Source: an optimization exercise on an open RTL-to-GDS flow (aim: small area and a short achievable clock period). Production flows keep margins and buffers that such runs may drop. In this exercise RTL edits were held to simulation tests only and were not proved equivalent to the original. Power is estimated from default activity; no workload was simulated.

// sync_fifo
module sync_fifo #(
  parameter integer ENTRIES      = 20,
  parameter integer ENTRIES_LOG2 = $clog2(ENTRIES),
  parameter integer DATA_WIDTH   = 64
) (
  input  wire                   i_clk,
  input  wire                   i_rstn,
  input  wire                   i_wren,
  input  wire                   i_rden,
  input  wire [DATA_WIDTH-1:0]  i_data,
  output wire                   o_data_vld,
  output wire [DATA_WIDTH-1:0]  o_data,
  output wire                   o_overflow,
  output wire                   o_underflow
);
==> flow/config.mk <==
export PLATFORM = sky130hd
export DESIGN_NAME = sync_fifo
export DESIGN_NICKNAME = sync_fifo
export VERILOG_FILES = /design/flow/design.v
export SDC_FILE = /design/flow/constraint.sdc
export NUM_CORES = 4
export LEC_CHECK = 0
export CAP_MARGIN = 20
export CORE_MARGIN = 2
export CORE_UTILIZATION = 65
export CTS_CLUSTER_DIAMETER = 80
export CTS_CLUSTER_SIZE = 25
export SETUP_SLACK_MARGIN = 3.1
export SLEW_MARGIN = 20
export SYNTH_HIERARCHICAL = 1
export SYNTH_MINIMUM_KEEP_SIZE = 0
export TNS_END_PERCENT = 30
==> flow/constraint.sdc <==
create_clock -name core_clock -period 5.0 [get_ports {i_clk}]
set_input_delay 1.0000 -clock core_clock [delete_from_list [all_inputs] [get_ports {i_clk}]]
set_output_delay 1.0000 -clock core_clock [all_outputs]
set_load 0.01 [all_outputs]
standard.sh (not shown) runs the stock make flow with config.mk's settings and CLKGATE_MAP_FILE= SYNTH_SCRIPT=/design/flow/synth_recipe.tcl, a recipe that flattens the netlist after the stock synthesis.
==> flow/flow/run.sh <==
#!/bin/bash
cp standard.sh standard_sh_copy.log
export BUFFER_PORTS_ARGS="-buffer_cell sky130_fd_sc_hd__buf_2"
bash standard.sh > standard.log 2>&1
Then changed:
Settings changed: CTS_CLUSTER_DIAMETER 80 to 100, CTS_CLUSTER_SIZE 25 to 30, SETUP_SLACK_MARGIN 3.1 to 3.0, TNS_END_PERCENT 30 to default.
What happened:
- final area goes down by about 1.1%
- setup slack is worse by 0.016 ns
- clock skew is about the same
Then changed:
Settings changed: GPL_ROUTABILITY_DRIVEN from default to 0, GPL_TIMING_DRIVEN from default to 0, SETUP_SLACK_MARGIN 3.0 to 3.1, TNS_END_PERCENT from default to 30.
Effect:
- power stays flat
- global-route usage went down by 0.55 points
- non-clock buffer count went up by 123
- utilization went up by 1.2 points

* * *

Setup of run A:
Starting RTL as in the previous note.
export LEC_CHECK = 0
export CAP_MARGIN = 20
export CORE_MARGIN = 2
export CORE_UTILIZATION = 65
export CTS_CLUSTER_DIAMETER = 100
export CTS_CLUSTER_SIZE = 30
export SETUP_SLACK_MARGIN = 2.85
export SLEW_MARGIN = 20
export SYNTH_HIERARCHICAL = 1
export SYNTH_MINIMUM_KEEP_SIZE = 0
create_clock -name core_clock -period 5.0 [get_ports {i_clk}]
Scripts as last shown in full above: flow/flow/run.sh
Run A was carried through to the last stage, and its layout satisfied the timing, design-rule and antenna checks.
The inputs of run B differ from those of run A as listed below.
- SETUP_SLACK_MARGIN now 3.0, was 2.85
- CTS_CLUSTER_DIAMETER now 80, was 100
- CTS_CLUSTER_SIZE now 25, was 30
==> comparison <==
Every run in the comparison, run A and run B, completed the flow with a clean layout. Compared with run A, run B improves setup slack. From run A to run B the numbers moved as follows: cell area higher; sequential share of layout area lower; total power higher; via count of the routed design higher. Count of endpoints failing setup in the final report came out exactly the same in run A and run B. Run B ended up with o_data[15] as its timing endpoint of the critical path; run A ended up with mem[12][61]. Compared to run A, run B has global-route usage 0.31 points higher. For run B, the critical path class was register to output pin, unlike run A, where it was primary input to register. Pin count of the biggest net entering global routing of run B is on par with run A. Run B — routed wire length about 2% higher, run A as reference. Row worst hold slack: run B lower / run A higher.
For run C, these inputs were changed with respect to run B:
- SETUP_SLACK_MARGIN now 3.1, was 3.0
- TNS_END_PERCENT now 30, previously not set
- CTS_CLUSTER_SIZE now 30, was 25
- CTS_CLUSTER_DIAMETER now 100, was 80
### Flow results
- Of the two values seen for launching element of the worst setup path, dout[8] was produced by run C and dout[15] by run B.
- Multi-input gate count, run C vs run B: up slightly
- Row final area: run C higher / run B lower
- Compared with run B, in run C period utilization went down; global-route usage shows an increase of 0.48 points; proportion of power drawn by combinational gates rose by 0.4 points; clock skew shows an increase of 0.011 ns; overall power of the completed layout now sits lower.
- Diff run C..run B | I/O pin count | unchanged

==> re-timing with driven ports <==
Ports are ideal in the flow. The routed layouts listed here were re-timed in OpenROAD.
Step 1 (the two cells are an assumption about what drives the block):
set clk [get_ports {i_clk}]
set_driving_cell -lib_cell sky130_fd_sc_hd__clkbuf_16 $clk
set_driving_cell -lib_cell sky130_fd_sc_hd__buf_2 [delete_from_list [all_inputs] $clk]
Step 2 moves the port delays by t, midway between the first and last clock arrival at a register: inputs arrive t later, outputs are due t later. That takes back most of the time a late clock gives input paths.
a / b / c = ideal ports / drivers / drivers and shift; a / b = the first two.
run | shift t [ns] | setup slack, ns | worst setup path after step 2
the first run of note 1 | 0.740 | 2.854 / 2.786 / 2.337 | input to register
the second run of note 1 | 0.725 | 2.838 / 2.766 / 2.273 | input to register
the third run of note 1 | 0.718 | 2.827 / 2.759 / 2.251 | input to register
run A | 0.727 | 2.791 / 2.797 / 2.084 | input to register
run B | 0.732 | 2.839 / 2.770 / 2.254 | input to register
run C | 0.728 | 2.870 / 2.801 / 2.274 | input to register
After both steps every run listed still meets setup and hold. For run A, which loses most, drivers alone change the setup slack by +0.006 ns; drivers and shift together by -0.707 ns.
